Source: an optimization exercise on an open RTL-to-GDS flow (aim: small area, a short achievable clock period and few clock cycles per item). Production flows keep margins and buffers that such runs may drop.
At most, simulation tests tie the RTL to the original design; equivalence was not proved.
Only the layout flow was run in runs 5 to 7; the RTL was not checked for function there.
Power figures rest on the tool's default switching activity, not on a simulated workload.

==> flow/design.v <==
module alu_pg(input gh, ph, gl, pl, output g, p);
  assign g = gh | (ph & gl);
  assign p = ph & pl;
endmodule
module bk_carry64(input [63:0] g, input [63:0] p, input cin, output [63:0] c);
  wire [63:0] G [0:6];
  wire [63:0] P [0:6];
  assign G[0] = {g[63:1], g[0] | (p[0] & cin)};
  assign P[0] = p;
  genvar l, i;
  for (l = 1; l <= 6; l = l + 1) begin : up
    for (i = 0; i < 64; i = i + 1) begin : b
      if ((i + 1) % (1 << l) == 0) begin : n
        alu_pg u(.gh(G[l-1][i]), .ph(P[l-1][i]),
                 .gl(G[l-1][i-(1<<(l-1))]), .pl(P[l-1][i-(1<<(l-1))]),
                 .g(G[l][i]), .p(P[l][i]));
      end else begin : k
        assign G[l][i] = G[l-1][i];
        assign P[l][i] = P[l-1][i];
      end
    end
  end
  wire [63:0] GD [1:6];
  wire [63:0] PD [1:6];
  assign GD[6] = G[6];
  assign PD[6] = P[6];
  for (l = 5; l >= 1; l = l - 1) begin : dn
    for (i = 0; i < 64; i = i + 1) begin : b
      if ((i + 1) % (1 << l) == (1 << (l - 1)) && i >= (1 << l)) begin : n
        alu_pg u(.gh(GD[l+1][i]), .ph(PD[l+1][i]),
                 .gl(GD[l+1][i-(1<<(l-1))]), .pl(PD[l+1][i-(1<<(l-1))]),
                 .g(GD[l][i]), .p(PD[l][i]));
      end else begin : k
        assign GD[l][i] = GD[l+1][i];
        assign PD[l][i] = PD[l+1][i];
      end
    end
  end
  assign c = {GD[1][62:0], cin};
endmodule
module alu64(
    input  [63:0] A,
    input  [63:0] X,
    input  [63:0] C,
    input         yA, yAn, yC, kneg, kany, cin, selS, selAnd, selP, selP3, selX3,
    output [63:0] sum,
    output [63:0] out,
    output        ovf
);
  wire [63:0] k = {{60{kneg}}, kany, 3'b000};
  wire [63:0] Y = ({64{yA}} & A) | ({64{yAn}} & ~A) | ({64{yC}} & C) | k;
  wire [63:0] p = X ^ Y;
  wire [63:0] g = X & Y;
  wire [63:0] c;
  bk_carry64 bk(.g(g), .p(p), .cin(cin), .c(c));
  assign sum = p ^ c;
  wire [63:0] o;
  genvar i;
  for (i = 0; i < 64; i = i + 1) begin : om
    mx33 u(.a(selS), .b(sum[i]), .c(selAnd), .d(g[i]), .e(i == 3 ? selP3 : selP), .f(p[i]), .y(o[i]));
  end
  assign out = {o[63:4], o[3] | (selX3 & X[3]), o[2:0]};
  assign ovf = (X[63] == Y[63]) & (sum[63] != X[63]);
endmodule
module rf_ao222n(input a, b, c, d, e, f, output y);
  assign y = ~((a & b) | (c & d) | (e & f));
endmodule
module rf_read(input [14:0] sel, input [959:0] r, output [63:0] q);
  genvar b, g;
  for (b = 0; b < 64; b = b + 1) begin : bits
    wire [4:0] t;
    for (g = 0; g < 5; g = g + 1) begin : grp
      rf_ao222n u(.a(sel[3*g]),   .b(r[64*(3*g)+b]),
                  .c(sel[3*g+1]), .d(r[64*(3*g+1)+b]),
                  .e(sel[3*g+2]), .f(r[64*(3*g+2)+b]), .y(t[g]));
    end
    assign q[b] = ~(&t);
  end
endmodule
module rf_readf(input [14:0] sel, input fsel, input [63:0] f, input [959:0] r, output [63:0] q);
  genvar b, g;
  for (b = 0; b < 64; b = b + 1) begin : bits
    wire [4:0] t;
    for (g = 0; g < 5; g = g + 1) begin : grp
      rf_ao222n u(.a(sel[3*g]),   .b(r[64*(3*g)+b]),
                  .c(sel[3*g+1]), .d(r[64*(3*g+1)+b]),
                  .e(sel[3*g+2]), .f(r[64*(3*g+2)+b]), .y(t[g]));
    end
    assign q[b] = ~(&t) | (fsel & f[b]);
  end
endmodule
module mx22(input s, sn, a, b, output y);
  assign y = (sn & a) | (s & b);
endmodule
module mx33(input a, b, c, d, e, f, output y);
  assign y = (a & b) | (c & d) | (e & f);
endmodule
module y86_cpu(
    input         clk,
    input         rst,
    output [63:0] imem_addr,
    input  [79:0] imem_data,
    output [63:0] dmem_addr,
    output [63:0] dmem_wdata,
    output        dmem_we,
    input  [63:0] dmem_rdata,
    input  [3:0]  dbg_reg,
    output [63:0] dbg_val,
    output        halted,
    output [1:0]  stat
);
  reg  [63:0] PC;
  reg  [2:0]  CC;           
  reg         halted_r;
  reg  [1:0]  stat_r;
  reg         s2_we;        
  reg         s2_ret;
  reg         s2_isM;       
  reg  [3:0]  s2_dst;       
  reg  [63:0] s2_val;       
  reg  [63:0] s2_wdata;
  reg  [63:0] R [0:14];
  genvar g;
  wire [63:0] fpc;
  for (g = 0; g < 64; g = g + 1) begin : fm
    mx22 u(.s(s2_ret), .sn(~s2_ret), .a(PC[g]), .b(dmem_rdata[g]), .y(fpc[g]));
  end
  assign imem_addr = fpc;
  wire [3:0]  icode = imem_data[79:76];
  wire [3:0]  ifun  = imem_data[75:72];
  wire [3:0]  rA    = imem_data[71:68];
  wire [3:0]  rB    = imem_data[67:64];
  wire [63:0] cimm  = imem_data[63:0];
  wire [63:0] dest  = imem_data[71:8];
  wire i_halt = (icode == 4'h0);
  wire i_cmov = (icode == 4'h2);
  wire i_irm  = (icode == 4'h3);
  wire i_rm   = (icode == 4'h4);
  wire i_mr   = (icode == 4'h5);
  wire i_op   = (icode == 4'h6);
  wire i_jxx  = (icode == 4'h7);
  wire i_call = (icode == 4'h8);
  wire i_ret  = (icode == 4'h9);
  wire i_push = (icode == 4'hA);
  wire i_pop  = (icode == 4'hB);
  wire i_bad  = (icode[3:2] == 2'b11);
  wire stk    = i_call | i_ret | i_push | i_pop;
  wire run = ~halted_r & ~i_halt & ~i_bad;
  reg [3:0] len;
  always @* begin
    case (icode)
      4'h2, 4'h6, 4'hA, 4'hB: len = 4'd2;
      4'h3, 4'h4, 4'h5:       len = 4'd10;
      4'h7, 4'h8:             len = 4'd9;
      default:                len = 4'd1;
    endcase
  end
  wire [4:0]  lo   = {1'b0, fpc[3:0]} + {1'b0, len};
  wire [59:0] hi   = fpc[63:4] + {59'd0, lo[4]};
  wire [63:0] valP = {hi, lo[3:0]};
  wire wM = s2_isM & ~rst;
  wire wV = ~s2_isM & ~rst;
  wire [63:0] Wz;
  for (g = 0; g < 64; g = g + 1) begin : wz
    mx22 u(.s(wM), .sn(wV), .a(s2_val[g]), .b(dmem_rdata[g]), .y(Wz[g]));
  end
  wire [959:0] rflat;
  for (g = 0; g < 15; g = g + 1) begin : fl
    assign rflat[64*g +: 64] = R[g];
  end
  wire [3:0] idxA = halted_r ? dbg_reg : rA;
  wire [14:0] selA;
  for (g = 0; g < 15; g = g + 1) begin : sla
    assign selA[g] = (idxA == g);
  end
  wire [63:0] portA;
  rf_read rdA(.sel(selA), .r(rflat), .q(portA));
  assign dbg_val = portA;
  wire fwdA = (s2_dst != 4'hF) & (s2_dst == rA);
  wire [63:0] A;
  for (g = 0; g < 64; g = g + 1) begin : am
    mx22 u(.s(fwdA), .sn(~fwdA), .a(portA[g]), .b(Wz[g]), .y(A[g]));
  end
  wire zB = i_irm | i_cmov;
  wire [3:0] idxB = stk ? 4'd4 : rB;
  wire fwdB = (s2_dst != 4'hF) & (s2_dst == idxB) & ~zB;
  wire [14:0] selB;
  for (g = 0; g < 15; g = g + 1) begin : slb
    assign selB[g] = (idxB == g) & ~fwdB & ~zB;
  end
  wire [63:0] X;
  rf_readf rdB(.sel(selB), .fsel(fwdB), .f(Wz), .r(rflat), .q(X));
  wire ZF = CC[0], SF = CC[1], OF = CC[2];
  reg cnd;
  always @* begin
    case (ifun)
      4'h0: cnd = 1'b1;
      4'h1: cnd = (SF ^ OF) | ZF;
      4'h2: cnd = SF ^ OF;
      4'h3: cnd = ZF;
      4'h4: cnd = ~ZF;
      4'h5: cnd = ~(SF ^ OF);
      4'h6: cnd = ~(SF ^ OF) & ~ZF;
      default: cnd = 1'b0;
    endcase
  end
  wire op_sub = i_op & (ifun[1:0] == 2'd1);
  wire op_and = i_op & (ifun[1:0] == 2'd2);
  wire op_xor = i_op & (ifun[1:0] == 2'd3);
  wire popret = i_pop | i_ret;
  wire [63:0] sum, out;
  wire ovf;
  alu64 alu(.A(A), .X(X), .C(cimm),
            .yA((i_op & ~op_sub) | i_cmov), .yAn(op_sub), .yC(i_irm | i_rm | i_mr),
            .kneg(i_push | i_call), .kany(stk), .cin(op_sub),
            .selS(~(popret | op_and | op_xor)), .selAnd(op_and), .selP(popret | op_xor),
            .selP3(op_xor), .selX3(popret),
            .sum(sum), .out(out), .ovf(ovf));
  reg [3:0] dst;
  always @* begin
    dst = 4'hF;
    if (i_cmov)            dst = cnd ? rB : 4'hF;
    else if (i_irm | i_op) dst = rB;
    else if (i_mr | i_pop) dst = rA;
  end
  wire taken = (i_jxx & cnd) | i_call;
  wire pc_t = taken & ~rst, pc_n = ~taken & ~rst;
  wire [63:0] pcM, pcD, wdD;
  wire stkw = run & stk & ~rst;
  for (g = 0; g < 64; g = g + 1) begin : nm
    mx22 up(.s(pc_t), .sn(pc_n), .a(valP[g]), .b(dest[g]), .y(pcM[g]));
    mx22 uw(.s(i_call), .sn(~i_call), .a(A[g]), .b(valP[g]), .y(wdD[g]));
  end
  assign pcD = pcM | {57'd0, rst, 6'd0};
  always @(posedge clk) begin
    if (rst) begin
      CC <= 3'b001;
      halted_r <= 1'b0;
      stat_r <= 2'b01;
      s2_we <= 1'b0;
      s2_ret <= 1'b0;
      s2_dst <= 4'hF;
    end else begin
      s2_we  <= run & (i_rm | i_call | i_push);
      s2_ret <= run & i_ret;
      s2_dst <= run ? dst : 4'hF;
      if (run & i_op)
        CC <= {~ifun[1] & ovf, out[63], out == 64'd0};
      if (~halted_r & (i_halt | i_bad)) begin
        halted_r <= 1'b1;
        stat_r <= i_halt ? 2'b10 : 2'b00;
      end
    end
    PC <= pcD;
    s2_isM   <= i_mr | i_pop;
    s2_val   <= out;
    s2_wdata <= wdD;
  end
  wire [14:0] rwe;
  wire [63:0] rD [0:14];
  for (g = 0; g < 15; g = g + 1) begin : rw
    assign rwe[g] = rst | (s2_dst == g);
    if (g == 4) begin : sp
      wire w4 = rwe[g] & ~stkw;
      wire h4 = ~rwe[g] & ~stkw;
      genvar b;
      for (b = 0; b < 64; b = b + 1) begin : bt
        mx33 u(.a(stkw), .b(sum[b]), .c(w4), .d(Wz[b]), .e(h4), .f(R[g][b]), .y(rD[g][b]));
      end
    end else begin : o
      genvar b;
      for (b = 0; b < 64; b = b + 1) begin : bt
        mx22 u(.s(rwe[g]), .sn(~rwe[g]), .a(R[g][b]), .b(Wz[b]), .y(rD[g][b]));
      end
    end
  end
  integer i;
  always @(posedge clk)
    for (i = 0; i < 15; i = i + 1)
      R[i] <= rD[i];
  assign dmem_addr  = s2_val;
  assign dmem_wdata = s2_wdata;
  assign dmem_we    = s2_we & ~rst;
  assign halted     = halted_r;
  assign stat       = stat_r;
endmodule
==> flow/flow/run.sh <==
#!/bin/bash
# Layout flow: the standard ORFS flow (standard.sh) with the standard
# synthesis, and these changes for the layout steps:
#  - the port buffers are plain buffers (sky130_fd_sc_hd__buf_1, which timing
#    repair may upsize) rather than the delay cells buffer_ports picks by
#    default;
#  - timing repair aims at a setup slack of REPAIR_MARGIN ns at the design's
#    clock period (the SDC is unchanged), so the resizer works on the paths
#    that set the achieved period;
set -euo pipefail
REPAIR_MARGIN=${REPAIR_MARGIN:-28.0}
CTS="-sink_clustering_enable -repair_clock_nets -sink_clustering_size 16"
CTS="$CTS -sink_clustering_max_diameter 60 -buf_list sky130_fd_sc_hd__clkbuf_8 -dont_use_dummy_load"
bash standard.sh synth > synth.log 2>&1
bash standard.sh "BUFFER_PORTS_ARGS=-buffer_cell sky130_fd_sc_hd__buf_1" \
  "SETUP_SLACK_MARGIN=$REPAIR_MARGIN" "CTS_ARGS=$CTS" finish > layout.log 2>&1
==> flow/standard.sh <==
#!/bin/bash
# synth_recipe.tcl (not shown) runs the flow's synth.tcl, then flattens the netlist and writes it again
# the make line also repeats each setting of config.mk as NAME=value (left out here)
make -C /OpenROAD-flow-scripts/flow DESIGN_CONFIG=/design/flow/config.mk WORK_HOME=/design/flow/orfs CLKGATE_MAP_FILE= SYNTH_SCRIPT=/design/flow/synth_recipe.tcl "${@:-finish}"
==> flow/config.mk <==
export PLATFORM = sky130hd
export DESIGN_NAME = y86_cpu
export DESIGN_NICKNAME = y86_cpu
export VERILOG_FILES = /design/flow/design.v
export SDC_FILE = /design/flow/constraint.sdc
export NUM_CORES = 8
export LEC_CHECK = 0
export ABC_CLOCK_PERIOD_IN_PS = 30000
export CAP_MARGIN = 20
export CORE_MARGIN = 2
export CORE_UTILIZATION = 55
export CTS_BUF_LIST = sky130_fd_sc_hd__clkbuf_8
export CTS_CLUSTER_DIAMETER = 60
export CTS_CLUSTER_SIZE = 16
export SETUP_SLACK_MARGIN = 3
export SLEW_MARGIN = 20
export SYNTH_HIERARCHICAL = 1
==> flow/constraint.sdc <==
create_clock -name core_clock -period 50.0 [get_ports {clk}]
set_input_delay 10.0000 -clock core_clock [delete_from_list [all_inputs] [get_ports {clk}]]
set_output_delay 10.0000 -clock core_clock [all_outputs]
set_load 0.01 [all_outputs]
==> results of run 1 <==
-- repair_timing --
action / CTS / global route
setup buffers: 22 / 18
pin swaps: 42 / 107
endpoints found under the setup margin: 64 / 64
gates cloned: 12 / 29
resized for setup: 157 / 120
-- path summary, 6_finish.rpt --
check | from | to | slack, ns | cells after the start
max reg2reg | halted_r | CC[0] | 39.22 | 31
max | imem_data[70] | dbg_val[22] | 27.88 | 8
min reg2reg | stat_r[0] | stat_r[0] | 0.49 | 2
min | stat_r[0] | stat_r[0] | 0.49 | 2
-- cell type report --
type	instances	share of cell area, %
Antenna cell	17	0.0726
Clock buffer	98	2.30
Inverter	165	1.07
Multi-Input combinational cell	3190	46.6
Sequential cell	1165	39.8
Tap cell	1254	2.68
Timing Repair Buffer	624	7.48
-- critical path, cell delays in order --
cell and delay [ns]:
buf_6 0.11, inv_1 0.08, o32a_4 0.51, nor2_4 0.46, buf_8 0.43, a222oi_1 0.15
nand3_2 0.17, buf_1 0.17
-- stage by stage --
stage / instances / setup slack (ns) / cell area (um^2)
floorplan: 4652 / 28.20 / 51400
CTS: 6447 / 27.96 / 57400
global route: 6501 / 27.91 / 58600
finish: 6513 / 27.88 / 58600
detailed placement: 6315 / 26.70 / 54900
global placement: 6315 / 26.77 / 54900
-- flip-flops by register name (all words and copies together), names as in the netlist --
signal    flops
PC           64
s2_isM        1
s2_val       64
halted_r      1
CC            3
stat_r        2
s2_we         1
s2_ret        1
R           960
s2_wdata     64
s2_dst        4
-- routing by layer --
metal,up-vias,part of all wire [%],GRT usage (%)
li1,21500,-,-
met1,27000,32,67.0
met2,6923,37,75.0
met3,2259,19,27.1
met4,25,11,44.9
met5,-,0.13,1.37
-- power breakdown --
part	internal, mW	leakage (nW)	switching, mW	total (mW)
Combinational	0.266	13.5	0.426	0.693
Sequential	1.12	9.59	0.149	1.27
Clock	0.174	0.705	0.330	0.504
==> flow_summary_export.csv, run 1 <==
group,metric,value,unit
die,fp.dieArea,0.0958,mm^2
place,place_congestion,0.959,
finish,multi_input_area,0.0273,mm^2
timing,min_period_over_period,44.2,%
finish,utilization,63.1,%
die,start_util,55.2,%
timing,skew,0.0697,ns
global_route,grt_pass1_vias,51900,
logic_synthesis,synthesis.nets,4872,
clock_network,cts_tree,"yes",
route,vias,57700,
route,routed_wl,294000,um
logic_synthesis,avgSynthCellArea,11.0,um^2
critical_path,crit_required,40.00,ns
logic_synthesis,syn-cell-area,0.0513,mm^2
finish,regArea,0.0233,mm^2
job,drv_cap,0,
critical_path,arrival,12.12,ns
route,via_per_inst,8.86,
die,die_height,309,um
critical_path,crit_type,"in2out",
pwr,ir_drop,0.0267,mV
route,drt_iter0_drc,15700,
timing,tightest_slew,1.28,ns
place,numPortBuffers,409,
global_route,gr-total-overflow,0,
route,drtAntennaViolNets,0,
clock_network,numCtsBuffers,98,
global_route,grt_pass1_wl,385000,um
pwr,p_leak,23.8,nW
clock_network,cts.path.max_buffers,3,
critical_path,cp-end-kind,"output port",
timing,whs,0.494,ns
route,wl_per_cell,45.1,um
die,io-pin-count,410,
clock_network,ctsHoldBuffers,0,
global_route,grt_max_degree,52,
logic_synthesis,yosys_warnings,10,
timing,finalCriticalPeriod,22.12,ns
finish,final_common_cell,"a22o_1",
finish,fill_cells,7710,
clock_network,clk_latency,0.86,ns
logic_synthesis,synthCells,4652,
clock_network,cts.sinks,1165,
hold_path,worst_hold_path_type,"reg2reg",
timing,maxSlewViolCount,0,
die,rows,112,
global_route,antenna_found_initial,25,
pwr,power,2.46,mW
timing,fmax,45.2,MHz
finish,mostFrequentLayoutCells,"a22o_1, dfxtp_1, a222oi_1",
outcome,status,"no timing/DRC/antenna violations",
die,core_area,0.0929,mm^2
pwr,power.density,42.0,mW/mm^2
timing,setup_viol,0,
timing,final.setup.tns,0,ns
clock_network,cts-root-buf,"clkbuf_8",
timing,rsz0062_at_grt,"true",
clock_network,cts_htree_levels,3,
finish,drive_gt1_share,9.69,%
route,drt_first_pass_iters,22,
critical_path,worstPathMaxFanout,22,
finish,nets,5464,
place,hpwl,154000,um
finish,area.growth.synth_to_final,14.2,%
route,drc,0,
timing,finalHoldViolations,0,
global_route,track_usage,55.9,%
critical_path,start_kind,"input pin",
die,die_x,309,um
clock_network,cts.clk_slew.worst_paths,0.10,ns
timing,relSlewSlack,14.6,%
Testbench counts, summed over its fixed seeds: cycles 90,757, instrs 90,437.
==> run 2: changes to the inputs <==
--- a/flow/config.mk
+++ b/flow/config.mk
@@ -8,7 +8,7 @@
 export ABC_CLOCK_PERIOD_IN_PS = 30000
 export CAP_MARGIN = 20
 export CORE_MARGIN = 2
-export CORE_UTILIZATION = 55
+export CORE_UTILIZATION = 50
 export CTS_BUF_LIST = sky130_fd_sc_hd__clkbuf_8
 export CTS_CLUSTER_DIAMETER = 60
 export CTS_CLUSTER_SIZE = 16
==> run 2 against run 1 <==
Compared with the run above:
- critical path depth increased by 3
- combinational power up 3.0%
- die area increased by 9.9%
- hold slack lost 0.023 ns
- final cell count increased by 2.9%
- largest power group unchanged
- global-route usage down 2.8 points
- critical endpoint is now dbg_val[21]
- sequential share of layout area decreased by 1.0 points
==> flow_summary_export.csv, run 2 <==
group,metric,value,unit
outcome,status,"no timing/DRC/antenna violations",
timing,min_period_over_period,44.3,%
timing,rsz0062_at_grt,"true",
critical_path,r2r_cells,29,
critical_path,crit_type,"in2out",
route,routed_wl,306000,um
critical_path,reg2reg_to,"CC[0]",
route,vias,57900,
logic_synthesis,syn-cell-area,0.0513,mm^2
timing,skew,0.0858,ns
logic_synthesis,synthesis.nets,4872,
route,via_per_inst,8.64,
global_route,grt_pass1_wl,404000,um
clock_network,cts.path.max_buffers,3,
route,wl_per_cell,45.7,um
clock_network,clk_latency,0.88,ns
timing,final.setup.tns,0,ns
critical_path,path_cells,"buf_12, nor2_1, a21oi_4, buf_6, nor2_4, buf_12, buf_12, a222oi_1, and3_1, nand3_2, buf_6",
clock_network,cts.clk_slew.worst_paths,0.07,ns
critical_path,cp-end-kind,"output port",
die,core_area,0.102,mm^2
critical_path,path_buf_inv,5,
finish,area.growth.synth_to_final,17.3,%
timing,finalCriticalPeriod,22.15,ns
hold_path,min-delay-start,"stat_r[0]",
critical_path,cp_slowest_cell,"a222oi_1",
critical_path,worstPathMaxFanout,11,
timing,tightest_slew,1.32,ns
global_route,gr-total-overflow,0,
critical_path,start_kind,"input pin",
logic_synthesis,yosys_warnings,10,
timing,whs,0.471,ns
finish,largest_register,"R",
critical_path,crit_path_frequent_cell,"buf_12",
pwr,power.density,41.5,mW/mm^2
timing,relSlewSlack,11.8,%
pwr,power,2.50,mW
die,die_height,324,um
critical_path,critPathMaxStageDelay,0.46,ns
clock_network,cts_htree_levels,3,
finish,final_common_cell,"a22o_1",
clock_network,numCtsBuffers,102,
global_route,grt_pass1_vias,51800,
finish,largest_reg_flops,960,
global_route,track_usage,53.0,%
critical_path,arrival,12.15,ns
finish,nets,5533,
critical_path,crit_required,40.00,ns
critical_path,regToRegStartpoint,"halted_r",
critical_path,worstSetupPathDepth,11,
timing,finalHoldViolations,0,
route,drc,0,
global_route,grt_max_degree,67,
hold_path,worst_hold_path_type,"reg2reg",
critical_path,critical_path.top_delay_family,"compound AO/OA/AOI/OAI gates",
clock_network,cts-root-buf,"clkbuf_8",
global_route,antenna_found_initial,24,
place,place_congestion,0.941,
logic_synthesis,synthCells,4652,
critical_path,reg2reg_slack,39.73,ns
critical_path,crit_end,"dbg_val[21]",
clock_network,cts_tree,"yes",
die,die_x,324,um
route,drtAntennaViolNets,0,
place,hpwl,162000,um
die,rows,117,
logic_synthesis,avgSynthCellArea,11.0,um^2
finish,drive_gt1_share,11.2,%
pwr,p_leak,24.5,nW
route,drt_iter0_drc,15500,
pwr,ir_drop,0.0256,mV
place,numPortBuffers,409,
timing,fmax,45.1,MHz
route,drt_first_pass_iters,19,
die,io-pin-count,410,
timing,maxSlewViolCount,0,
clock_network,cts.sinks,1165,
die,fp.dieArea,0.105,mm^2
die,start_util,50.4,%
critical_path,critPathLaunch,"imem_data[69]",
finish,mostFrequentLayoutCells,"a22o_1, dfxtp_1, a222oi_1",
timing,setup_viol,0,
job,drv_cap,0,
finish,utilization,59.2,%
==> run 2: worst min-delay path by stage <==
| stage | end | slack [ns] | cells past startpoint |
|---|---|---|---|
| 2_1_floorplan | CC[0] | 0.47 | 2 |
| 3_3_place_gp | stat_r[0] | 0.45 | 2 |
| 3_5_place_dp | stat_r[0] | 0.46 | 2 |
| 4_1_cts | stat_r[0] | 0.47 | 2 |
| 5_1_grt | stat_r[0] | 0.51 | 2 |
| 6_report | stat_r[0] | 0.47 | 2 |
==> run 2: what timing repair did <==
item | in CTS | in global routing
endpoints found under the hold margin | 0 | 0
endpoints found under the setup margin | 64 | 64
hold buffers | 0 | 0
gates resized for setup | 218 | 140
cloned | 25 | 23
pin swaps | 91 | 160
buffers inserted | 35 | 62
==> run 2: metal layers <==
| metal | share of wire, % | track usage (%) | routed length, um | vias to the layer above |
|---|---|---|---|---|
| li1 | - | - | - | 21600 |
| met1 | 34 | 66.4 | 103000 | 27700 |
| met2 | 37 | 71.2 | 114000 | 6602 |
| met3 | 19 | 24.8 | 57800 | 1932 |
| met4 | 10 | 37.2 | 30500 | 28 |
| met5 | 0.096 | 0.589 | 293 | - |
==> run 2: per-stage QoR <==
step                      cell area (um^2)  std cells  setup slack, ns
final                                60200       6703            27.85
after global routing                 60100       6680            27.87
after CTS                            58600       6593            27.96
after detailed placement             55200       6431            26.73
after global placement               55200       6430            26.81
after floorplan                      51400       4652            28.20
==> run 2: final cells by class <==
cell class	count	area, um^2
Antenna cell	24	60.1
Clock buffer	102	1400
Tap cell	1368	1710
Timing Repair Buffer	690	5650
Inverter	165	632
Sequential cell	1165	23300
Fill cell	8684	41600
Multi-Input combinational cell	3189	27400
==> run 2: report_power, final <==
| group | internal [mW] | switching [mW] | total [mW] |
|---|---|---|---|
| combinational | 0.280 | 0.434 | 0.714 |
| clock | 0.181 | 0.331 | 0.512 |
| sequential | 1.12 | 0.156 | 1.27 |
| total | 1.58 | 0.922 | 2.50 |
==> run 2: worst min-delay path: cells and delay by family (launching register included) <==
kind,cells,cell delay [ns]
AO/OA/AOI/OAI,1,0.07
AND/OR/NAND/NOR,1,0.05
flip-flops,1,0.31
==> run 3: changes to the inputs <==
--- a/flow/design.v
+++ b/flow/design.v
@@ -91,6 +91,15 @@
 endmodule
 module mx22(input s, sn, a, b, output y);
   assign y = (sn & a) | (s & b);
+endmodule
+module mx22n(input s, sn, a, b, output y);
+  assign y = ~((sn & a) | (s & b));
+endmodule
+module nor2m(input a, b, output y);
+  assign y = ~(a | b);
+endmodule
+module and2m(input a, b, output y);
+  assign y = a & b;
 endmodule
 module mx33(input a, b, c, d, e, f, output y);
   assign y = (a & b) | (c & d) | (e & f);
@@ -168,10 +177,19 @@
   for (g = 0; g < 15; g = g + 1) begin : fl
     assign rflat[64*g +: 64] = R[g];
   end
-  wire [3:0] idxA = halted_r ? dbg_reg : rA;
+  wire [3:0] mp, mn;
+  for (g = 0; g < 4; g = g + 1) begin : sam
+    mx22  up(.s(halted_r), .sn(~halted_r), .a(rA[g]), .b(dbg_reg[g]), .y(mp[g]));
+    mx22n un(.s(halted_r), .sn(~halted_r), .a(rA[g]), .b(dbg_reg[g]), .y(mn[g]));
+  end
+  wire [3:0] plo, phi;
+  for (g = 0; g < 4; g = g + 1) begin : sap
+    nor2m ul(.a(g[0] ? mn[0] : mp[0]), .b(g[1] ? mn[1] : mp[1]), .y(plo[g]));
+    nor2m uh(.a(g[0] ? mn[2] : mp[2]), .b(g[1] ? mn[3] : mp[3]), .y(phi[g]));
+  end
   wire [14:0] selA;
   for (g = 0; g < 15; g = g + 1) begin : sla
-    assign selA[g] = (idxA == g);
+    and2m u(.a(plo[g % 4]), .b(phi[g / 4]), .y(selA[g]));
   end
   wire [63:0] portA;
   rf_read rdA(.sel(selA), .r(rflat), .q(portA));
--- a/flow/config.mk
+++ b/flow/config.mk
@@ -8,7 +8,7 @@
 export ABC_CLOCK_PERIOD_IN_PS = 30000
 export CAP_MARGIN = 20
 export CORE_MARGIN = 2
-export CORE_UTILIZATION = 50
+export CORE_UTILIZATION = 55
 export CTS_BUF_LIST = sky130_fd_sc_hd__clkbuf_8
 export CTS_CLUSTER_DIAMETER = 60
 export CTS_CLUSTER_SIZE = 16
==> run 3 against run 2 <==
Compared with the run above:
- still clean
- critical path depth fell by 2
- total power rose by 0.14%
- non-clock buffer count fell by 98
- clock-buffer cell count fell by 3
- register-to-register slack got worse by 0.08 ns
- setup slack improved by 0.0042 ns
- final cell count fell by 3.0%
- combinational power rose by 1%
- first-iteration DRC count rose by 16%
==> flow_summary_export.csv, run 3 <==
group,metric,value,unit
hold_path,min-delay-start,"stat_r[0]",
logic_synthesis,synthesis.nets,4879,
clock_network,cts_htree_levels,3,
die,die_height,310,um
clock_network,cts_tree,"yes",
route,top_layer,"met5",
timing,min_period_over_period,44.3,%
pwr,power.density,43.1,mW/mm^2
place,numPortBuffers,409,
critical_path,arrival,12.15,ns
timing,maxSlewViolCount,0,
job,drv_cap,0,
global_route,grt_pass1_wl,389000,um
hold_path,min_to,"stat_r[0]",
place,hpwl,157000,um
timing,fmax,45.2,MHz
finish,largest_reg_flops,960,
finish,largest_register,"R",
clock_network,clk_latency,0.90,ns
critical_path,reg2reg_slack,39.65,ns
route,drt_first_pass_iters,17,
hold_path,min_path_cells,2,
timing,setup_viol,0,
hold_path,worst_hold_path_type,"reg2reg",
logic_synthesis,synthCells,4659,
clock_network,cts.path.max_buffers,3,
die,die_x,310,um
route,met2_length,104000,um
finish,mostFrequentLayoutCells,"a22o_1, dfxtp_1, a222oi_1",
route,via_per_inst,8.93,
critical_path,critPathMaxStageDelay,0.62,ns
place,place_congestion,0.985,
route,dr_wl_met3,59500,um
global_route,track_usage,56.1,%
route,routed_wl,291000,um
clock_network,cts.sinks,1165,
die,rows,112,
critical_path,regToRegStartpoint,"s2_dst[3]",
global_route,antenna_found_initial,25,
die,fp.dieArea,0.0960,mm^2
global_route,grt_max_degree,65,
timing,whs,0.483,ns
critical_path,crit_required,40.00,ns
global_route,grt_pass1_vias,51600,
finish,utilization,62.4,%
die,core_area,0.0930,mm^2
critical_path,cp_slowest_cell,"a222oi_1",
timing,finalHoldViolations,0,
timing,finalCriticalPeriod,22.15,ns
timing,relSlewSlack,9.27,%
timing,skew,0.0752,ns
critical_path,cp-end-kind,"output port",
critical_path,path_cells,"buf_8, a22oi_2, nor2_4, and2_4, buf_8, a222oi_1, and3_1, nand3_2, buf_6",
global_route,gr-total-overflow,0,
finish,final_common_cell,"a22o_1",
route,met1Wirelength,96600,um
outcome,status,"no timing/DRC/antenna violations",
finish,drive_gt1_share,8.43,%
die,start_util,55.3,%
route,drc,0,
route,drtAntennaViolNets,0,
clock_network,cts.clk_slew.worst_paths,0.09,ns
clock_network,ctsHoldBuffers,0,
clock_network,cts-root-buf,"clkbuf_8",
finish,nets,5440,
logic_synthesis,avgSynthCellArea,11.0,um^2
clock_network,numCtsBuffers,99,
pwr,ir_drop,0.0283,mV
pwr,p_leak,23.5,nW
critical_path,worstPathMaxFanout,6,
timing,tightest_slew,1.36,ns
timing,rsz0062_at_grt,"true",
critical_path,r2r_cells,26,
critical_path,start_kind,"input pin",
critical_path,crit_path_frequent_cell,"buf_8",
logic_synthesis,syn-cell-area,0.0515,mm^2
critical_path,reg2reg_to,"CC[0]",
critical_path,crit_type,"in2out",
route,drt_iter0_drc,17900,
die,io-pin-count,410,
route,vias,58000,
route,wl_per_cell,44.8,um
timing,final.setup.tns,0,ns
logic_synthesis,yosys_warnings,10,
finish,area.growth.synth_to_final,12.8,%
## run 3: repair_timing
action / CTS / global route
setup endpoints to repair: 64 / 64
gates cloned: 15 / 16
setup buffers: 22 / 12
resized for setup: 96 / 62
pin swaps: 26 / 58
## run 3: how the worst max path moves through the flow
stage | startpoint | depth (start not counted) | slack, ns | endpoint
after detailed placement | imem_data[69] | 9 | 26.85 | dbg_val[2]
after global routing | imem_data[68] | 9 | 27.90 | dbg_val[13]
after floorplan | imem_data[69] | 6 | 28.01 | dbg_val[0]
after CTS | imem_data[69] | 9 | 27.98 | dbg_val[54]
after global placement | imem_data[69] | 9 | 26.95 | dbg_val[2]
final | imem_data[68] | 9 | 27.85 | dbg_val[13]
## run 3: per-stage QoR
step           cells  power (mW)  setup slack (ns)  area [um^2]
2_1_floorplan   4659        1.68             28.01        51500
3_3_place_gp    6307        1.92             26.95        55000
3_5_place_dp    6307        1.92             26.85        55000
4_1_cts         6443        2.41             27.98        57300
5_1_grt         6476        2.55             27.90        58000
6_report        6500        2.50             27.85        58100
## run 3: cell type report
class	count	area [um^2]
inverters	158	601
diodes	28	70.1
flip-flops and latches	1165	23300
fillers	7821	35000
clock buffers	99	1360
multi-input cells	3204	27300
repair buffers	592	3860
well taps	1254	1570
## run 3: routing by layer
metal | global-route usage, % | up-vias
met5 | 2.02 | -
met4 | 42.4 | 28
met3 | 31.4 | 2054
met2 | 71.4 | 7150
met1 | 69.0 | 27300
li1 | - | 21400
## run 3: critical path: cells and delay by family
family          cells  cell delay, ns
compound gates      2            0.94
buf+inv             3            0.44
simple gates        4            0.75
## run 3: report_power, final
group	leakage [nW]	internal (mW)	total [mW]	switching (mW)
Combinational	13.2	0.274	0.721	0.448
Sequential	9.59	1.12	1.28	0.154
Clock	0.712	0.176	0.507	0.331
Testbench counts of run 3, summed over its fixed seeds: cycles 90,757, instrs 90,437.
==> run 4: changes to the inputs <==
--- a/flow/config.mk
+++ b/flow/config.mk
@@ -8,7 +8,7 @@
 export ABC_CLOCK_PERIOD_IN_PS = 30000
 export CAP_MARGIN = 20
 export CORE_MARGIN = 2
-export CORE_UTILIZATION = 55
+export CORE_UTILIZATION = 58
 export CTS_BUF_LIST = sky130_fd_sc_hd__clkbuf_8
 export CTS_CLUSTER_DIAMETER = 60
 export CTS_CLUSTER_SIZE = 16
==> run 4 against run 3 <==
Compared with the run above:
- still clean
- total power grew 0.27%
- setup slack lost 0.044 ns
- core utilization rose by 3.4 points
- largest power group unchanged
- maximum frequency decreased by 0.20%
- hold slack improved by 0.025 ns
- critical path type unchanged
- synthesized cell count did not move
==> flow_summary_export.csv, run 4 <==
group,metric,value,unit
timing,min_period_over_period,44.4,%
global_route,grt_max_degree,65,
critical_path,arrival,12.19,ns
clock_network,cts.clk_slew.worst_paths,0.10,ns
logic_synthesis,synthesis.nets,4879,
critical_path,r2r_cells,27,
finish,nets,5431,
logic_synthesis,synthCells,4659,
logic_synthesis,yosys_warnings,10,
timing,fmax,45.1,MHz
finish,area.growth.synth_to_final,12.6,%
route,drt_first_pass_iters,17,
critical_path,start_kind,"input pin",
route,wl_per_cell,45.0,um
pwr,ir_drop,0.0322,mV
route,vias,57900,
place,numPortBuffers,409,
global_route,gr-total-overflow,0,
route,routed_wl,288000,um
critical_path,cp_slowest_cell,"a222oi_1",
clock_network,cts.path.max_buffers,3,
die,rows,109,
global_route,track_usage,59.0,%
critical_path,crit_path_frequent_cell,"buf_6",
clock_network,numCtsBuffers,100,
global_route,grt_pass1_vias,52700,
timing,rsz0062_at_grt,"true",
die,io-pin-count,410,
die,core_area,0.0881,mm^2
route,drt_iter0_drc,17300,
clock_network,cts_htree_levels,3,
timing,relSlewSlack,8.91,%
clock_network,cts_tree,"yes",
hold_path,worst_hold_path_type,"reg2reg",
hold_path,min_path_cells,2,
route,drtAntennaViolNets,0,
finish,final_common_cell,"a22o_1",
finish,fill_cells,7186,
clock_network,cts-root-buf,"clkbuf_8",
clock_network,cts.sinks,1165,
timing,final.setup.tns,0,ns
global_route,antenna_found_initial,20,
timing,finalHoldViolations,0,
place,dpl-instance-area,0.0548,mm^2
critical_path,worstPathMaxFanout,8,
route,dr_wl_met3,58900,um
timing,skew,0.104,ns
pwr,power.density,43.3,mW/mm^2
finish,final_area,0.0579,mm^2
clock_network,clk_latency,0.85,ns
route,met1Wirelength,92900,um
clock_network,ctsHoldBuffers,0,
critical_path,cp-end-kind,"output port",
die,die_x,302,um
finish,mostFrequentLayoutCells,"a22o_1, dfxtp_1, a222oi_1",
timing,maxSlewViolCount,0,
finish,largest_reg_flops,960,
route,top_layer,"met5",
logic_synthesis,syn-cell-area,0.0515,mm^2
die,fp.dieArea,0.0911,mm^2
critical_path,critPathMaxStageDelay,0.59,ns
die,die_height,302,um
critical_path,crit_required,40.00,ns
route,met2_length,103000,um
global_route,grt_pass1_wl,390000,um
timing,tightest_slew,1.36,ns
finish,drive_gt1_share,8.62,%
critical_path,crit_type,"in2out",
job,drv_cap,0,
timing,setup_viol,0,
pwr,p_leak,23.5,nW
critical_path,path_cells,"buf_6, a22oi_2, buf_4, nor2_4, and2_4, buf_12, a222oi_1, nand3_2, buf_6",
outcome,status,"no timing/DRC/antenna violations",
timing,finalCriticalPeriod,22.19,ns
die,start_util,58.4,%
route,drc,0,
route,via_per_inst,9.06,
logic_synthesis,avgSynthCellArea,11.0,um^2
place,place_congestion,0.983,
place,hpwl,154000,um
finish,largest_register,"R",
## run 4: report_power, final
part	internal, mW	switching, mW	leakage (nW)	total, mW
clock	0.178	0.330	0.719	0.508
sequential	1.12	0.159	9.59	1.28
combinational	0.276	0.446	13.2	0.722
total	1.57	0.935	23.5	2.51
## run 4: timing repair
item,4_1_cts,5_1_grt
pin swaps,42,58
hold endpoints to repair,0,0
resized for setup,129,64
buffers inserted,28,11
gates cloned,12,17
endpoints found under the setup margin,64,63
## run 4: worst max-delay path, delay by kind of cell
kind,cells,cell delay (ns)
simple gates,3,0.62
buf+inv,4,0.69
compound gates,2,0.85
## run 4: final timing paths
path                 start     endpoint  slack, ns
min reg2reg      stat_r[1]    stat_r[1]       0.51
max          imem_data[71]  dbg_val[36]      27.81
min              stat_r[1]    stat_r[1]       0.51
max reg2reg      s2_dst[0]        CC[0]      39.11
## run 4: cell type report
| class | count | area, um^2 | share of cell area (%) |
|---|---|---|---|
| sequential | 1165 | 23300 | 40.3 |
| timing repair buffer | 581 | 3850 | 6.64 |
| antenna | 19 | 47.5 | 0.0820 |
| multi-input combinational | 3205 | 27300 | 47.1 |
| inverter | 158 | 602 | 1.04 |
| tap | 1165 | 1460 | 2.52 |
| clock buffer | 100 | 1380 | 2.38 |
## run 4: through the flow
stage,hold WS [ns],total power [mW],worst slack (ns),instances,utilization (%)
after detailed placement,0.488,1.92,26.88,6206,62.2
after CTS,0.504,2.42,28.00,6346,64.9
after global placement,0.478,1.92,26.94,6206,62.2
after floorplan,0.467,1.68,28.01,4659,-
final,0.509,2.51,27.81,6393,65.8
after global routing,0.525,2.55,27.86,6381,65.7
## run 4: metal layers
layer | up-vias | global-route usage (%)
li1 | 21400 | -
met1 | 27100 | 71.3
met2 | 7084 | 75.1
met3 | 2314 | 33.5
met4 | 20 | 47.1
met5 | - | 2.54
==> run 5: changes to the inputs <==
--- a/flow/design.v
+++ b/flow/design.v
@@ -42,7 +42,7 @@
     input  [63:0] A,
     input  [63:0] X,
     input  [63:0] C,
-    input         yA, yAn, yC, kneg, kany, cin, selS, selAnd, selP, selP3, selX3,
+    input         yA, yAn, yC, kneg, kany, killg, cin, selS, selX, selAnd,
     output [63:0] sum,
     output [63:0] out,
     output        ovf
@@ -50,16 +50,11 @@
   wire [63:0] k = {{60{kneg}}, kany, 3'b000};
   wire [63:0] Y = ({64{yA}} & A) | ({64{yAn}} & ~A) | ({64{yC}} & C) | k;
   wire [63:0] p = X ^ Y;
-  wire [63:0] g = X & Y;
+  wire [63:0] g = X & Y & {64{~killg}};
   wire [63:0] c;
   bk_carry64 bk(.g(g), .p(p), .cin(cin), .c(c));
   assign sum = p ^ c;
-  wire [63:0] o;
-  genvar i;
-  for (i = 0; i < 64; i = i + 1) begin : om
-    mx33 u(.a(selS), .b(sum[i]), .c(selAnd), .d(g[i]), .e(i == 3 ? selP3 : selP), .f(p[i]), .y(o[i]));
-  end
-  assign out = {o[63:4], o[3] | (selX3 & X[3]), o[2:0]};
+  assign out = ({64{selS}} & sum) | ({64{selX}} & X) | ({64{selAnd}} & g);
   assign ovf = (X[63] == Y[63]) & (sum[63] != X[63]);
 endmodule
 module rf_ao222n(input a, b, c, d, e, f, output y);
@@ -91,15 +86,6 @@
 endmodule
 module mx22(input s, sn, a, b, output y);
   assign y = (sn & a) | (s & b);
-endmodule
-module mx22n(input s, sn, a, b, output y);
-  assign y = ~((sn & a) | (s & b));
-endmodule
-module nor2m(input a, b, output y);
-  assign y = ~(a | b);
-endmodule
-module and2m(input a, b, output y);
-  assign y = a & b;
 endmodule
 module mx33(input a, b, c, d, e, f, output y);
   assign y = (a & b) | (c & d) | (e & f);
@@ -129,8 +115,8 @@
   reg  [63:0] s2_val;       
   reg  [63:0] s2_wdata;
   reg  [63:0] R [0:14];
+  wire [63:0] fpc;
   genvar g;
-  wire [63:0] fpc;
   for (g = 0; g < 64; g = g + 1) begin : fm
     mx22 u(.s(s2_ret), .sn(~s2_ret), .a(PC[g]), .b(dmem_rdata[g]), .y(fpc[g]));
   end
@@ -169,27 +155,15 @@
   wire [63:0] valP = {hi, lo[3:0]};
   wire wM = s2_isM & ~rst;
   wire wV = ~s2_isM & ~rst;
-  wire [63:0] Wz;
-  for (g = 0; g < 64; g = g + 1) begin : wz
-    mx22 u(.s(wM), .sn(wV), .a(s2_val[g]), .b(dmem_rdata[g]), .y(Wz[g]));
-  end
+  wire [63:0] Wz = ({64{wM}} & dmem_rdata) | ({64{wV}} & s2_val);
   wire [959:0] rflat;
   for (g = 0; g < 15; g = g + 1) begin : fl
     assign rflat[64*g +: 64] = R[g];
   end
-  wire [3:0] mp, mn;
-  for (g = 0; g < 4; g = g + 1) begin : sam
-    mx22  up(.s(halted_r), .sn(~halted_r), .a(rA[g]), .b(dbg_reg[g]), .y(mp[g]));
-    mx22n un(.s(halted_r), .sn(~halted_r), .a(rA[g]), .b(dbg_reg[g]), .y(mn[g]));
-  end
-  wire [3:0] plo, phi;
-  for (g = 0; g < 4; g = g + 1) begin : sap
-    nor2m ul(.a(g[0] ? mn[0] : mp[0]), .b(g[1] ? mn[1] : mp[1]), .y(plo[g]));
-    nor2m uh(.a(g[0] ? mn[2] : mp[2]), .b(g[1] ? mn[3] : mp[3]), .y(phi[g]));
-  end
+  wire [3:0] idxA = halted_r ? dbg_reg : rA;
   wire [14:0] selA;
   for (g = 0; g < 15; g = g + 1) begin : sla
-    and2m u(.a(plo[g % 4]), .b(phi[g / 4]), .y(selA[g]));
+    assign selA[g] = (idxA == g);
   end
   wire [63:0] portA;
   rf_read rdA(.sel(selA), .r(rflat), .q(portA));
@@ -230,9 +204,8 @@
   wire ovf;
   alu64 alu(.A(A), .X(X), .C(cimm),
             .yA((i_op & ~op_sub) | i_cmov), .yAn(op_sub), .yC(i_irm | i_rm | i_mr),
-            .kneg(i_push | i_call), .kany(stk), .cin(op_sub),
-            .selS(~(popret | op_and | op_xor)), .selAnd(op_and), .selP(popret | op_xor),
-            .selP3(op_xor), .selX3(popret),
+            .kneg(i_push | i_call), .kany(stk), .killg(op_xor), .cin(op_sub),
+            .selS(~(popret | op_and)), .selX(popret), .selAnd(op_and),
             .sum(sum), .out(out), .ovf(ovf));
   reg [3:0] dst;
   always @* begin
@@ -298,7 +271,7 @@
       R[i] <= rD[i];
   assign dmem_addr  = s2_val;
   assign dmem_wdata = s2_wdata;
-  assign dmem_we    = s2_we & ~rst;
+  assign dmem_we    = s2_we;
   assign halted     = halted_r;
   assign stat       = stat_r;
 endmodule
==> flow/flow/run.sh (replaced) <==
#!/bin/bash
# Layout flow: the standard ORFS flow (standard.sh) with the standard
# synthesis, and two changes for the layout steps:
#  - the port buffers are plain buffers (sky130_fd_sc_hd__buf_1, which timing
#    repair may upsize) rather than the delay cells buffer_ports picks by
#    default;
#  - timing repair aims at a setup slack of REPAIR_MARGIN ns at the design's
#    clock period (the SDC is unchanged), so the resizer works on the paths
#    that set the achieved period.
# Each step's full output goes to a log file in this folder.
set -euo pipefail
REPAIR_MARGIN=${REPAIR_MARGIN:-28.0}
bash standard.sh synth > synth.log 2>&1
bash standard.sh "BUFFER_PORTS_ARGS=-buffer_cell sky130_fd_sc_hd__buf_1" \
  "SETUP_SLACK_MARGIN=$REPAIR_MARGIN" finish > layout.log 2>&1
--- a/flow/config.mk
+++ b/flow/config.mk
@@ -8,7 +8,7 @@
 export ABC_CLOCK_PERIOD_IN_PS = 30000
 export CAP_MARGIN = 20
 export CORE_MARGIN = 2
-export CORE_UTILIZATION = 58
+export CORE_UTILIZATION = 50
 export CTS_BUF_LIST = sky130_fd_sc_hd__clkbuf_8
 export CTS_CLUSTER_DIAMETER = 60
 export CTS_CLUSTER_SIZE = 16
==> run 5 against run 4 <==
Compared with the run above:
- final cell count rose by 7.9%
- synthesized area up 0.80%
- die area grew 17%
- hold slack got worse by 0.0029 ns
- first-iteration DRC count fell by 15%
- sequential power barely moved
- register-to-register slack better by 1.4 ns
- clock-buffer cell count rose by 16
- critical endpoint is now dbg_val[48]
==> flow_summary_export.csv, run 5 <==
group,metric,value,unit
timing,fmax,45.1,MHz
finish,instances_no_fill,6896,
critical_path,crit_type,"in2out",
place,numPortBuffers,409,
pwr,p_leak,24.4,nW
global_route,grt_pass1_wl,402000,um
timing,min_period_over_period,44.3,%
finish,mostFrequentLayoutCells,"dfxtp_1, a22o_1, a222oi_1",
finish,largest_register,"R",
critical_path,arrival,12.17,ns
pwr,power,2.61,mW
job,drv_cap,0,
critical_path,worstPathMaxFanout,9,
clock_network,cts_tree,"yes",
die,die_x,326,um
timing,tightest_slew,1.34,ns
hold_path,worst_hold_path_type,"reg2reg",
clock_network,cts-root-buf,"clkbuf_8",
logic_synthesis,synthCells,4768,
clock_network,cts_htree_levels,3,
logic_synthesis,yosys_warnings,10,
critical_path,regToRegStartpoint,"halted_r",
clock_network,cts.sinks,1165,
finish,drive_gt1_share,11.0,%
route,wl_per_cell,43.2,um
hold_path,min_path_cells,2,
finish,area.growth.synth_to_final,16.7,%
route,drt_iter0_drc,14700,
timing,whs,0.506,ns
timing,relSlewSlack,10.3,%
route,drt_first_pass_iters,17,
place,hpwl,167000,um
finish,nets,5643,
global_route,gr-total-overflow,0,
global_route,track_usage,52.1,%
die,start_util,50.3,%
die,io-pin-count,410,
clock_network,numCtsBuffers,106,
die,die_height,326,um
pwr,power.density,43.1,mW/mm^2
finish,final_common_cell,"dfxtp_1",
finish,fill_cells,9037,
place,place_inst,6646,
route,routed_wl,298000,um
critical_path,cp-end-kind,"output port",
logic_synthesis,avgSynthCellArea,10.9,um^2
die,fp.dieArea,0.106,mm^2
outcome,status,"no timing/DRC/antenna violations",
timing,final.setup.tns,0,ns
route,vias,57600,
logic_synthesis,synthesis.nets,4988,
route,drtAntennaViolNets,0,
critical_path,critPathLaunch,"dbg_reg[3]",
pwr,ir_drop,0.0304,mV
die,rows,118,
critical_path,crit_required,40.00,ns
timing,finalCriticalPeriod,22.17,ns
timing,setup_viol,0,
timing,finalHoldViolations,0,
timing,skew,0.0606,ns
logic_synthesis,syn-cell-area,0.0519,mm^2
clock_network,cts.clk_slew.worst_paths,0.10,ns
global_route,grt_max_degree,68,
place,place_congestion,0.940,
clock_network,clk_latency,0.89,ns
global_route,antenna_found_initial,17,
hold_path,min-delay-start,"stat_r[0]",
critical_path,start_kind,"input pin",
finish,largest_reg_flops,960,
timing,maxSlewViolCount,0,
clock_network,cts.path.max_buffers,3,
global_route,grt_pass1_vias,52800,
die,core_area,0.103,mm^2
route,via_per_inst,8.36,
critical_path,r2r_cells,29,
route,drc,0,
timing,rsz0062_at_grt,"true",
[run 5: path summary, 6_finish.rpt]
path            endpoint  slack, ns
max          dbg_val[48]      27.83
max reg2reg        CC[0]      40.51
min            stat_r[0]       0.51
min reg2reg    stat_r[0]       0.51
[run 5: stage by stage]
step	utilization (%)	cell area (um^2)	setup WS [ns]
2_1_floorplan	-	52000	28.04
3_3_place_gp	54.8	56600	26.57
3_5_place_dp	54.8	56600	26.54
4_1_cts	57.9	59800	27.98
5_1_grt	58.6	60500	27.84
6_report	58.6	60500	27.83
[run 5: timing repair]
item                                    CTS  global route
gates cloned                              5            11
hold buffers                              0             0
endpoints found under the setup margin   64            64
gates resized for setup                 115            98
pin swaps                                40            74
buffers inserted                         24             8
[run 5: final cells by class]
cell class,count,area (um^2),share of cell area [%]
clock buffer,116,1600,2.64
timing repair buffer,658,4210,6.95
antenna,13,32.5,0.0538
tap,1380,1730,2.85
multi-input combinational,3389,28400,46.9
sequential,1165,23300,38.5
inverter,103,400,0.662
clock inverter,72,816,1.35
[run 5: per-layer routing]
| metal | GRT usage [%] | wire length (um) | up-vias |
|---|---|---|---|
| met1 | 65.2 | 103000 | 27600 |
| li1 | - | - | 22000 |
| met4 | 36.9 | 27200 | 23 |
| met3 | 24.8 | 53500 | 1715 |
| met5 | 0.0444 | 247 | - |
| met2 | 69.6 | 113000 | 6278 |
[run 5: power by group]
| part | switching (mW) | internal, mW |
|---|---|---|
| Combinational | 0.419 | 0.269 |
| Sequential | 0.148 | 1.11 |
| Clock | 0.384 | 0.279 |
[run 5: critical path, stage by stage]
cell	delay, ns
buf_1	0.16
and3_1	0.26
a31oi_4	0.28
buf_4	0.19
nor2_4	0.07
buf_4	0.26
a222oi_1	0.43
nand3_1	0.30
buf_1	0.20
==> run 6: changes to the inputs <==
--- a/flow/design.v
+++ b/flow/design.v
@@ -83,12 +83,6 @@
     end
     assign q[b] = ~(&t) | (fsel & f[b]);
   end
-endmodule
-module mx22(input s, sn, a, b, output y);
-  assign y = (sn & a) | (s & b);
-endmodule
-module mx33(input a, b, c, d, e, f, output y);
-  assign y = (a & b) | (c & d) | (e & f);
 endmodule
 module y86_cpu(
     input         clk,
@@ -115,11 +109,7 @@
   reg  [63:0] s2_val;       
   reg  [63:0] s2_wdata;
   reg  [63:0] R [0:14];
-  wire [63:0] fpc;
-  genvar g;
-  for (g = 0; g < 64; g = g + 1) begin : fm
-    mx22 u(.s(s2_ret), .sn(~s2_ret), .a(PC[g]), .b(dmem_rdata[g]), .y(fpc[g]));
-  end
+  wire [63:0] fpc = s2_ret ? dmem_rdata : PC;
   assign imem_addr = fpc;
   wire [3:0]  icode = imem_data[79:76];
   wire [3:0]  ifun  = imem_data[75:72];
@@ -157,6 +147,7 @@
   wire wV = ~s2_isM & ~rst;
   wire [63:0] Wz = ({64{wM}} & dmem_rdata) | ({64{wV}} & s2_val);
   wire [959:0] rflat;
+  genvar g;
   for (g = 0; g < 15; g = g + 1) begin : fl
     assign rflat[64*g +: 64] = R[g];
   end
@@ -169,10 +160,7 @@
   rf_read rdA(.sel(selA), .r(rflat), .q(portA));
   assign dbg_val = portA;
   wire fwdA = (s2_dst != 4'hF) & (s2_dst == rA);
-  wire [63:0] A;
-  for (g = 0; g < 64; g = g + 1) begin : am
-    mx22 u(.s(fwdA), .sn(~fwdA), .a(portA[g]), .b(Wz[g]), .y(A[g]));
-  end
+  wire [63:0] A = fwdA ? Wz : portA;
   wire zB = i_irm | i_cmov;
   wire [3:0] idxB = stk ? 4'd4 : rB;
   wire fwdB = (s2_dst != 4'hF) & (s2_dst == idxB) & ~zB;
@@ -214,15 +202,6 @@
     else if (i_irm | i_op) dst = rB;
     else if (i_mr | i_pop) dst = rA;
   end
-  wire taken = (i_jxx & cnd) | i_call;
-  wire pc_t = taken & ~rst, pc_n = ~taken & ~rst;
-  wire [63:0] pcM, pcD, wdD;
-  wire stkw = run & stk & ~rst;
-  for (g = 0; g < 64; g = g + 1) begin : nm
-    mx22 up(.s(pc_t), .sn(pc_n), .a(valP[g]), .b(dest[g]), .y(pcM[g]));
-    mx22 uw(.s(i_call), .sn(~i_call), .a(A[g]), .b(valP[g]), .y(wdD[g]));
-  end
-  assign pcD = pcM | {57'd0, rst, 6'd0};
   always @(posedge clk) begin
     if (rst) begin
       CC <= 3'b001;
@@ -242,33 +221,22 @@
         stat_r <= i_halt ? 2'b10 : 2'b00;
       end
     end
-    PC <= pcD;
+    PC <= rst ? 64'd64 : ((i_jxx & cnd) | i_call) ? dest : valP;
     s2_isM   <= i_mr | i_pop;
     s2_val   <= out;
-    s2_wdata <= wdD;
-  end
-  wire [14:0] rwe;
-  wire [63:0] rD [0:14];
-  for (g = 0; g < 15; g = g + 1) begin : rw
-    assign rwe[g] = rst | (s2_dst == g);
-    if (g == 4) begin : sp
-      wire w4 = rwe[g] & ~stkw;
-      wire h4 = ~rwe[g] & ~stkw;
-      genvar b;
-      for (b = 0; b < 64; b = b + 1) begin : bt
-        mx33 u(.a(stkw), .b(sum[b]), .c(w4), .d(Wz[b]), .e(h4), .f(R[g][b]), .y(rD[g][b]));
-      end
-    end else begin : o
-      genvar b;
-      for (b = 0; b < 64; b = b + 1) begin : bt
-        mx22 u(.s(rwe[g]), .sn(~rwe[g]), .a(R[g][b]), .b(Wz[b]), .y(rD[g][b]));
-      end
-    end
-  end
+    s2_wdata <= i_call ? valP : A;
+  end
+  wire stkw = run & stk & ~rst;
   integer i;
-  always @(posedge clk)
-    for (i = 0; i < 15; i = i + 1)
-      R[i] <= rD[i];
+  always @(posedge clk) begin
+    for (i = 0; i < 15; i = i + 1) begin
+      if (i == 4) begin
+        if (stkw | rst | (s2_dst == i[3:0]))
+          R[i] <= stkw ? sum : Wz;
+      end else if (rst | (s2_dst == i[3:0]))
+        R[i] <= Wz;
+    end
+  end
   assign dmem_addr  = s2_val;
   assign dmem_wdata = s2_wdata;
   assign dmem_we    = s2_we;
==> flow/flow/run.sh (replaced) <==
#!/bin/bash
# Layout flow: the standard ORFS flow (standard.sh), unchanged synthesis,
# with two changes for the layout steps:
#  - the port buffers are plain buffers (sky130_fd_sc_hd__buf_2) rather than
#    the delay cells buffer_ports picks by default;
#  - timing repair aims at a setup slack of REPAIR_MARGIN ns at the design's
#    clock period (the SDC is unchanged), so the resizer works on the paths
#    that set the achieved period.
# Each step's full output goes to a log file in this folder.
set -euo pipefail
REPAIR_MARGIN=${REPAIR_MARGIN:-28.5}
bash standard.sh synth > synth.log 2>&1
bash standard.sh "BUFFER_PORTS_ARGS=-buffer_cell sky130_fd_sc_hd__buf_2" \
  "SETUP_SLACK_MARGIN=$REPAIR_MARGIN" finish > layout.log 2>&1
--- a/flow/config.mk
+++ b/flow/config.mk
@@ -9,9 +9,7 @@
 export CAP_MARGIN = 20
 export CORE_MARGIN = 2
 export CORE_UTILIZATION = 50
-export CTS_BUF_LIST = sky130_fd_sc_hd__clkbuf_8
-export CTS_CLUSTER_DIAMETER = 60
-export CTS_CLUSTER_SIZE = 16
+export CTS_BUF_LIST = sky130_fd_sc_hd__clkbuf_4 sky130_fd_sc_hd__clkbuf_8
 export SETUP_SLACK_MARGIN = 3
 export SLEW_MARGIN = 20
 export SYNTH_HIERARCHICAL = 1
==> run 6 against run 5 <==
Compared with the run above:
- still clean on timing, DRC and antenna
- maximum frequency rose by 0.35%
- clock skew fell by 0.018 ns
- wire length fell by 7.3%
- cell area rose by 11%
- critical path type unchanged
- largest power group unchanged
==> flow_summary_export.csv, run 6 <==
group,metric,value,unit
place,pre_cts_slack,26.79,ns
place,hpwl,153000,um
clock_network,cts-root-buf,"clkbuf_8",
finish,final_area,0.0674,mm^2
clock_network,cts.sinks,1165,
global_route,gr-total-overflow,0,
pwr,ir_drop,0.0265,mV
timing,skew,0.0428,ns
place,dpl-instance-area,0.0601,mm^2
logic_synthesis,synthesis.nets,4464,
finish,final_common_cell,"edfxtp_1",
global_route,grt_util_met1,59.9,%
finish,area.growth.synth_to_final,21.2,%
place,numPortBuffers,409,
critical_path,critPathLaunch,"dbg_reg[1]",
die,rows,122,
timing,min_period_over_period,44.2,%
timing,fmax,45.3,MHz
clock_network,cts.clk_slew.worst_paths,0.05,ns
timing,worst_slack,27.91,ns
global_route,grt.met3_usage,22.8,%
critical_path,crit_end,"dbg_val[36]",
critical_path,cp-end-kind,"output port",
route,drt_first_pass_iters,17,
clock_network,cts_tree,"yes",
timing,finalHoldViolations,0,
place,place_congestion,0.977,
critical_path,crit_type,"in2out",
job,drv_cap,0,
timing,maxSlewViolCount,0,
logic_synthesis,synthCells,4243,
critical_path,reg2reg_to,"CC[0]",
clock_network,cts.path.max_buffers,3,
die,fp.dieArea,0.114,mm^2
route,routed_wl,276000,um
die,start_util,50.3,%
finish,largest_register,"R",
critical_path,path_cells,"buf_6, and3_4, a31oi_4, buf_6, nor2_4, buf_12, buf_12, a222oi_1, and3_1, nand3_2, buf_2",
outcome,status,"no timing/DRC/antenna violations",
finish,mostFrequentLayoutCells,"edfxtp_1, a222oi_1, buf_2",
clock_network,cts_htree_levels,4,
logic_synthesis,avgSynthCellArea,13.1,um^2
clock_network,clk_latency,0.92,ns
critical_path,cp_slowest_cell,"a222oi_1",
route,drtAntennaViolNets,0,
route,drt_iter0_drc,13500,
pwr,p_leak,26.1,nW
finish,drive_gt1_share,25.7,%
hold_path,worst_hold_path_type,"reg2reg",
clock_network,ctsHoldBuffers,0,
critical_path,critPathMaxStageDelay,0.44,ns
timing,rsz0062_at_grt,"true",
finish,largest_reg_flops,960,
route,via_per_inst,7.73,
critical_path,worstPathMaxFanout,14,
finish,nets,5147,
timing,setup_viol,0,
timing,finalCriticalPeriod,22.09,ns
global_route,grt_pass1_wl,362000,um
global_route,busiest_layer,"met2",
critical_path,r2r_cells,27,
logic_synthesis,syn-cell-area,0.0556,mm^2
timing,relSlewSlack,11.1,%
global_route,use_met2,61.6,%
pwr,power,2.91,mW
global_route,grt_max_degree,66,
timing,tightest_slew,1.32,ns
timing,final.setup.tns,0,ns
critical_path,arrival,12.09,ns
clock_network,numCtsBuffers,193,
route,wl_per_cell,41.9,um
global_route,antenna_found_initial,22,
critical_path,regToRegStartpoint,"s2_dst[0]",
die,die_x,337,um
pwr,power.density,43.2,mW/mm^2
die,core_area,0.111,mm^2
die,io-pin-count,410,
global_route,track_usage,46.2,%
critical_path,crit_required,40.00,ns
critical_path,reg2reg_slack,40.77,ns
route,drc,0,
critical_path,start_kind,"input pin",
route,vias,51000,
die,die_height,337,um
global_route,grt_pass1_vias,46200,
logic_synthesis,yosys_warnings,9,
run 6: cell types whose count changed in the layout (fill, tap and decap cells not counted), moves of 59 or more:
cell	change
edfxtp_1	+960
dfxtp_1	-961
clkbuf_8	+103
a22o_1	-1153
a21oi_1	+68
mux2_2	+155
nor2_1	+117
buf_2	+350
a222oi_1	-59
buf_1	-376
nand2_1	+107
run 6: worst min path at each step:
stage	startpoint	end	cells after the start
after CTS	stat_r[0]	stat_r[0]	2
after global routing	CC[2]	CC[2]	2
after detailed placement	stat_r[0]	stat_r[0]	2
after floorplan	CC[2]	CC[2]	2
after global placement	stat_r[0]	stat_r[0]	2
final	stat_r[0]	stat_r[0]	2
run 6: power by group:
part           internal (mW)  switching (mW)  leakage [nW]
clock network          0.498           0.414          2.18
registers               1.27           0.101          11.6
logic                  0.226           0.402          12.4
run 6: per-layer routing:
layer | vias to the layer above | part of all wire [%]
met5 | - | 0.14
met4 | 26 | 7.6
met1 | 24500 | 34
met3 | 1230 | 20
met2 | 5680 | 39
li1 | 19500 | -
run 6: layout make-up:
type / count / area, um^2
timing repair buffer: 665 / 5710
tap: 1488 / 1860
clock buffer: 278 / 3460
inverter: 48 / 181
multi-input combinational: 2853 / 22500
fill: 8738 / 43100
antenna: 14 / 35.0
clock inverter: 85 / 687
sequential: 1165 / 32900
run 6: worst max-delay path: cells and delay by family:
kind	cells	cell delay, ns
buf+inv	5	0.80
compound gates	2	0.66
simple gates	4	0.61
run 6: per-stage QoR:
stage | hold slack [ns] | utilization, % | instances
floorplan | 0.461 | - | 4243
global placement | 0.476 | 54.3 | 6083
detailed placement | 0.474 | 54.4 | 6086
CTS | 0.484 | 60.4 | 6547
global route | 0.525 | 60.9 | 6586
finish | 0.481 | 61.0 | 6596
run 6: repair_timing:
item                                    in CTS  in global routing
resized for setup                          244                 20
hold endpoints to repair                     0                  0
pin swaps                                  172                 93
endpoints found under the setup margin      64                 64
setup buffers                               69                 25
gates cloned                                29                 10
==> run 7: changes to the inputs <==
==> flow/run.sh (new file) <==
#!/bin/bash
# synth_recipe.tcl (not shown) runs the flow's synth.tcl, then flattens the netlist and writes it again
# the make line also repeats each setting of config.mk as NAME=value (left out here)
make -C /OpenROAD-flow-scripts/flow DESIGN_CONFIG=/design/flow/config.mk WORK_HOME=/design/flow/orfs CLKGATE_MAP_FILE= SYNTH_SCRIPT=/design/flow/synth_recipe.tcl finish
removed: flow/flow/run.sh
removed: flow/standard.sh
==> run 7 against run 6 <==
Compared with the run above:
- still clean
- register-to-register slack got worse by 0.49 ns
- clock power fell by 0.5%
- maximum frequency fell by 10%
- wire length fell by 6.0%
- clock skew fell by 0.0020 ns
- critical endpoint is now dbg_val[49]
- largest power group unchanged
==> flow_summary_export.csv, run 7 <==
group,metric,value,unit
pwr,swShare,30.9,%
critical_path,start_kind,"input pin",
route,routed_wl,260000,um
pwr,p_leak,24.5,nW
pwr,ir_drop,0.0298,mV
global_route,grt_max_degree,73,
clock_network,cts-resized-gates,0,
route,drc,0,
place,pre_cts_slack,25.78,ns
finish,drive_gt1_share,14.5,%
timing,relSlewSlack,14.8,%
die,die_height,337,um
place,place_congestion,1.00,
logic_synthesis,synthCells,4243,
pwr,power_switching,0.897,mW
pwr,p_comb_share,21.7,%
global_route,grt_pass1_vias,46400,
critical_path,crit_type,"in2out",
finish,largest_reg_flops,960,
pwr,internal_power,2.01,mW
die,die_x,337,um
clock_network,cts.sinks,1165,
die,fp.dieArea,0.114,mm^2
timing,tightest_slew,1.28,ns
clock_network,ctsHoldBuffers,0,
timing,skew,0.0408,ns
timing,setup_viol,0,
route,wl_per_cell,40.1,um
outcome,status,"no timing/DRC/antenna violations",
timing,fmax,40.6,MHz
timing,finalHoldViolations,0,
clock_network,cts-root-buf,"clkbuf_8",
route,drt_first_pass_iters,13,
die,io-pin-count,410,
timing,worst_slack,25.40,ns
pwr,power.density,43.8,mW/mm^2
place,numPortBuffers,409,
logic_synthesis,yosys_warnings,9,
timing,finalCriticalPeriod,24.60,ns
clock_network,cts_htree_levels,4,
pwr,seqPwrFrac,47.1,%
timing,min_period_over_period,49.2,%
clock_network,cts.clk_slew.worst_paths,0.06,ns
finish,fill_cells,9022,
critical_path,arrival,14.60,ns
die,core_area,0.111,mm^2
timing,rsz0062_at_grt,"false",
logic_synthesis,synthesis.nets,4464,
route,vias,49400,
global_route,gr-total-overflow,0,
critical_path,worstPathMaxFanout,40,
finish,nets,5032,
critical_path,crit_required,40.00,ns
route,drt_iter0_drc,11800,
critical_path,cp-end-kind,"output port",
logic_synthesis,syn-cell-area,0.0556,mm^2
logic_synthesis,avgSynthCellArea,13.1,um^2
timing,maxSlewViolCount,0,
clock_network,clk_latency,0.92,ns
die,start_util,50.3,%
clock_network,cts.path.max_buffers,3,
timing,final.setup.tns,0,ns
global_route,grt_pass1_wl,351000,um
place,hpwl,160000,um
route,via_per_inst,7.62,
finish,area.growth.synth_to_final,19.3,%
clock_network,cts_tree,"yes",
pwr,clkPwrFrac,31.2,%
job,drv_cap,0,
finish,final_area,0.0663,mm^2
finish,final_common_cell,"edfxtp_1",
finish,mostFrequentLayoutCells,"edfxtp_1, a222oi_1, clkdlybuf4s50_1",
place,dpl-instance-area,0.0621,mm^2
hold_path,worst_hold_path_type,"reg2reg",
clock_network,numCtsBuffers,193,
die,rows,122,
global_route,antenna_found_initial,10,
clock_network,cts_setup_buffers,0,
route,drtAntennaViolNets,0,
global_route,track_usage,44.3,%
finish,largest_register,"R",
==> run 7: critical path, cell delays in order <==
cell and delay (ns):
clkdlybuf4s50_1 0.66, inv_1 0.10, o32a_1 0.50, nor2_4 0.97
buf_4 0.91, a222oi_1 0.30, nand3_1 0.37, clkdlybuf4s50_1 0.62
==> run 7: final timing paths <==
check / start / end / slack [ns] / cells past startpoint
max: imem_data[70] / dbg_val[49] / 25.40 / 8
min: stat_r[0] / stat_r[0] / 0.47 / 2
max reg2reg: halted_r / CC[0] / 40.28 / 28
min reg2reg: stat_r[0] / stat_r[0] / 0.47 / 2
==> run 7: per-stage QoR <==
stage / util [%] / instances / total power [mW] / hold WS [ns]
CTS: 60.0 / 6471 / 2.88 / 0.477
finish: 60.0 / 6477 / 2.91 / 0.475
global route: 60.0 / 6473 / 2.98 / 0.496
floorplan: - / 4243 / 1.65 / 0.461
global placement: 56.2 / 6103 / 1.98 / 0.453
detailed placement: 56.2 / 6104 / 1.99 / 0.467
==> run 7: area by class of cell <==
type | count | area [um^2] | area share (%)
clock buffers | 287 | 3560 | 5.36
repair buffers | 555 | 5200 | 7.84
well taps | 1488 | 1860 | 2.81
multi-input cells | 2848 | 22000 | 33.1
flip-flops and latches | 1165 | 32900 | 49.7
diodes | 6 | 15.0 | 0.0226
clock inverters | 80 | 584 | 0.881
inverters | 48 | 181 | 0.274
==> run 7: metal layers <==
| metal | GRT usage, % | vias up | routed length, um |
|---|---|---|---|
| met5 | 0.340 | - | 68 |
| li1 | - | 19300 | - |
| met4 | 25.2 | 10 | 17500 |
| met2 | 63.2 | 4916 | 107000 |
| met1 | 57.6 | 24000 | 91600 |
| met3 | 17.1 | 1099 | 43700 |
==> run 7: power by group through the flow <==
stage,Clock [mW],Sequential [mW],Combinational [mW]
after global placement,0,1.38,0.605
after detailed placement,0,1.38,0.607
final,0.907,1.37,0.631
after floorplan,0,1.36,0.292
after global routing,0.947,1.38,0.653
after CTS,0.903,1.36,0.610

Setup slack of run 7, layout unchanged: 25.399 ns with ideal ports, 25.371 ns with driving cells assumed (clock clkbuf_16, inputs buf_2), 25.371 ns with port delays also shifted by the 0.976 ns mid clock arrival.
